Background: an optimization exercise with open tools, aiming at small area. Do not read the settings as production practice. Function was checked by simulation only, so behaviour that the tests miss may differ from the original. No activity file was given, so power comes from the tool's default toggle rates.

## build 2
Design mips, start of the top module:
module mips(clk, reset, instr, dmem_rdata, PC_val, WD_val, dmem_addr, dmem_wdata, dmem_we, dmem_re);
For scale: about 4300 cells after synthesis, ~200 I/O pins, ~0.045 mm2 of cells after synthesis.
==> flow/config.mk <==
export PLATFORM = sky130hd
export DESIGN_NAME = mips
export DESIGN_NICKNAME = mips
export VERILOG_FILES = /design/flow/design.v
export SDC_FILE = /design/flow/constraint.sdc
export NUM_CORES = 4
export LEC_CHECK = 0
export CAP_MARGIN = 10
export CORE_MARGIN = 2
export CORE_UTILIZATION = 55
export GPL_TIMING_DRIVEN = 0
export SETUP_SLACK_MARGIN = 0.3
export SLEW_MARGIN = 10
export SYNTH_HIERARCHICAL = 1
export BUFFER_PORTS_ARGS = -buffer_cell sky130_fd_sc_hd__buf_1
export CTS_ARGS = -sink_clustering_enable -repair_clock_nets -dont_use_dummy_load -buf_list {sky130_fd_sc_hd__clkbuf_4 sky130_fd_sc_hd__clkbuf_8} -sink_clustering_size 16 -sink_clustering_max_diameter 60
==> flow/constraint.sdc <==
create_clock -name core_clock -period 12.0 [get_ports {clk}]
set_input_delay 2.4000 -clock core_clock [delete_from_list [all_inputs] [get_ports {clk}]]
set_output_delay 2.4000 -clock core_clock [all_outputs]
set_load 0.01 [all_outputs]
standard.sh (not shown) runs the stock make flow with config.mk's settings and CLKGATE_MAP_FILE= SYNTH_SCRIPT=/design/flow/synth_recipe.tcl, a recipe that flattens the netlist after the stock synthesis.
==> flow/flow/run.sh <==
#!/bin/bash
# Standard layout (standard.sh), with small port buffers and clock-tree sink
# clusters of at most 16 flip-flops, without dummy loads. make's output goes
# to standard.log; each ORFS step keeps its own log under orfs/logs.
set -euo pipefail
cat >> config.mk <<'EOC'
export BUFFER_PORTS_ARGS = -buffer_cell sky130_fd_sc_hd__buf_1
export CTS_ARGS = -sink_clustering_enable -repair_clock_nets -dont_use_dummy_load -buf_list {sky130_fd_sc_hd__clkbuf_4 sky130_fd_sc_hd__clkbuf_8} -sink_clustering_size 16 -sink_clustering_max_diameter 60
EOC
bash standard.sh > standard.log 2>&1
The flow did not stop early for build 2: all stages ran, and the layout cleared the timing, design-rule and antenna checks.
For build 85, these inputs were changed with respect to build 2:
Settings: PLACE_DENSITY: unset -> 0.72; CTS_ARGS: -sink_clustering_enable -repair_clock_nets -dont_use_dummy_load -buf_list {sky130_fd_sc_hd__clkbuf_4 sky130_fd_sc_hd__clkbuf_8} -sink_clustering_size 16 -sink_clustering_max_diameter 60 -> -sink_clustering_enable -repair_clock_nets -dont_use_dummy_load -buf_list {sky130_fd_sc_hd__clkbuf_4 sky130_fd_sc_hd__clkbuf_8} -sink_clustering_size 14 -sink_clustering_max_diameter 60; SLEW_MARGIN: 10 -> 20; CAP_MARGIN: 10 -> 20; SETUP_SLACK_MARGIN: 0.3 -> 0.4; CORE_UTILIZATION: 55 -> 65.
==> flow/flow/run.sh <==
#!/bin/bash
# Standard layout (standard.sh), with small port buffers and clock-tree sink
# clusters of at most 14 flip-flops, without dummy loads. make's output goes
# to standard.log; each ORFS step keeps its own log under orfs/logs.
set -euo pipefail
cat >> config.mk <<'EOC'
export BUFFER_PORTS_ARGS = -buffer_cell sky130_fd_sc_hd__buf_1
export CTS_ARGS = -sink_clustering_enable -repair_clock_nets -dont_use_dummy_load -buf_list {sky130_fd_sc_hd__clkbuf_4 sky130_fd_sc_hd__clkbuf_8} -sink_clustering_size 14 -sink_clustering_max_diameter 60
EOC
bash standard.sh > standard.log 2>&1
==> comparison <==
Build 85 ended with every stage complete and zero timing, DRC or antenna violations.
For die area, dividing the value from build 85 by the value from build 2 gives 0.848.
Compared with build 2, count of clock-buffer cells in the layout in build 85 increased by a few percent.
Per the comparison of build 85 with build 2, worst max-slew margin expressed relative to the limit now sits higher; proportion of layout cells with a drive suffix above 1 now larger; detailed-routing wirelength on met1 decreased about 8%; via count increased by 708 relative to the old numbers.
> inputs changed (build 85 -> build 64)
Settings: PLACE_DENSITY no longer set, was 0.72; SLEW_MARGIN now 10, was 20; CAP_MARGIN now 10, was 20; CORE_UTILIZATION now 55, was 65.
==> comparison <==
- Run comparison: build 85 worst setup path endpoint WD_val[29]; build 64 worst setup path endpoint WD_val[21]
- From build 85 to build 64 the numbers moved as follows: row count picked up an extra 9, vertical extent of the die moved up.
- Clock buffer instance count of the final layout of build 64 exceeds that of build 85 slightly.
- Comparing build 85 and build 64, the higher number of gates resized after CTS was measured on build 64.
- In the reports for build 85 and build 64, the smaller setup slack belongs to build 64.
- Routed wire in build 64 totals more than in build 85.
Here is what was changed in the inputs of build 55 compared with build 64.
Settings: swapping -sink_clustering_enable -repair_clock_nets -dont_use_dummy_load -buf_list {sky130_fd_sc_hd__clkbuf_4 sky130_fd_sc_hd__clkbuf_8} -sink_clustering_size 14 -sink_clustering_max_diameter 60 for -sink_clustering_enable -repair_clock_nets -dont_use_dummy_load -buf_list {sky130_fd_sc_hd__clkbuf_4 sky130_fd_sc_hd__clkbuf_8} -sink_clustering_size 16 -sink_clustering_max_diameter 60 in CTS_ARGS; swapping 0.4 for 0.3 in SETUP_SLACK_MARGIN; swapping 55 for 60 in CORE_UTILIZATION.
==> flow/flow/run.sh <==
#!/bin/bash
# Standard layout (standard.sh), with small port buffers and clock-tree sink
# clusters of at most 16 flip-flops, without dummy loads. make's output goes
# to standard.log; each ORFS step keeps its own log under orfs/logs.
set -euo pipefail
cat >> config.mk <<'EOC'
export BUFFER_PORTS_ARGS = -buffer_cell sky130_fd_sc_hd__buf_1
export CTS_ARGS = -sink_clustering_enable -repair_clock_nets -dont_use_dummy_load -buf_list {sky130_fd_sc_hd__clkbuf_4 sky130_fd_sc_hd__clkbuf_8} -sink_clustering_size 16 -sink_clustering_max_diameter 60
EOC
bash standard.sh > standard.log 2>&1
- Build 55 finished every stage and its layout cleared the timing, design-rule and antenna checks.
- Share of final-layout standard cells stronger than drive strength 1 down 0.90 points in build 55 wrt build 64
- Total power: build 55 below build 64
- Diff build 64..build 55 | total of max-cap violations | unchanged
- Lower cell count after placement was reported by build 55, not build 64.
Input changes introduced in build 16 (baseline for comparison: build 55):
Settings: PLACE_DENSITY newly set to 0.72; CORE_UTILIZATION changed from 60 to 65; CTS_ARGS changed from -sink_clustering_enable -repair_clock_nets -dont_use_dummy_load -buf_list {sky130_fd_sc_hd__clkbuf_4 sky130_fd_sc_hd__clkbuf_8} -sink_clustering_size 16 -sink_clustering_max_diameter 60 to -sink_clustering_enable -repair_clock_nets -dont_use_dummy_load -buf_list {sky130_fd_sc_hd__clkbuf_4 sky130_fd_sc_hd__clkbuf_8} -sink_clustering_size 14 -sink_clustering_max_diameter 60; SETUP_SLACK_MARGIN changed from 0.3 to 0.4.
==> flow/flow/run.sh <==
#!/bin/bash
# Standard layout (standard.sh), with small port buffers and clock-tree sink
# clusters of at most 14 flip-flops, without dummy loads. make's output goes
# to standard.log; each ORFS step keeps its own log under orfs/logs.
set -euo pipefail
cat >> config.mk <<'EOC'
export BUFFER_PORTS_ARGS = -buffer_cell sky130_fd_sc_hd__buf_1
export CTS_ARGS = -sink_clustering_enable -repair_clock_nets -dont_use_dummy_load -buf_list {sky130_fd_sc_hd__clkbuf_4 sky130_fd_sc_hd__clkbuf_8} -sink_clustering_size 14 -sink_clustering_max_diameter 60
EOC
bash standard.sh > standard.log 2>&1
==> comparison <==
Final checks on build 16, whose flow otherwise completed, came back failing, citing max-capacitance violations, max-slew violations. In build 16, horizontal extent of the die is lower than in build 55. Taking build 55 as the reference point, the peak supply drop of build 16 rises by about 9%. Comparing build 55 and build 16, the lower clock network power is on build 55. Compared build 16 against build 55; data arrival time of the critical path within noise. Going from build 55 to build 16, the inserted tap cell count was found to have gone down by 3.9%. Against build 55, build 16 comes in about 0.6% lower on placed instance count.

-- afterwards: timing with drivers on the ports --
Ports are ideal in the flow. The routed layouts listed here were re-timed in OpenROAD. Step 1: set_driving_cell puts a clkbuf_16 on clk and a buf_2 on each other input, an assumption about the parent block. Step 2 adds t to the input delays and takes it off the output delays; t is the mean of the earliest and latest rising clock arrival at the registers after step 1. Input paths then give back, and output paths get back, about the clock's delay inside the block. Three values: ideal ports, drivers, drivers and shift; two values: the first two.
| run | t, ns | setup slack, ns | cell pins on the clock port's net |
|---|---|---|---|
| build 2 | 0.814 | 0.193 / 0.168 / 0.168 | 1 |
| build 85 | 0.790 | 0.278 / 0.251 / 0.251 | 1 |
| build 64 | 0.809 | 0.268 / 0.240 / 0.240 | 1 |
| build 55 | 0.761 | 0.141 / 0.105 / 0.105 | 1 |
| build 16 | 0.796 | 0.152 / 0.125 / 0.125 | 1 |
For build 55, which loses most, drivers alone change the setup slack by -0.036 ns; drivers and shift together by -0.036 ns.
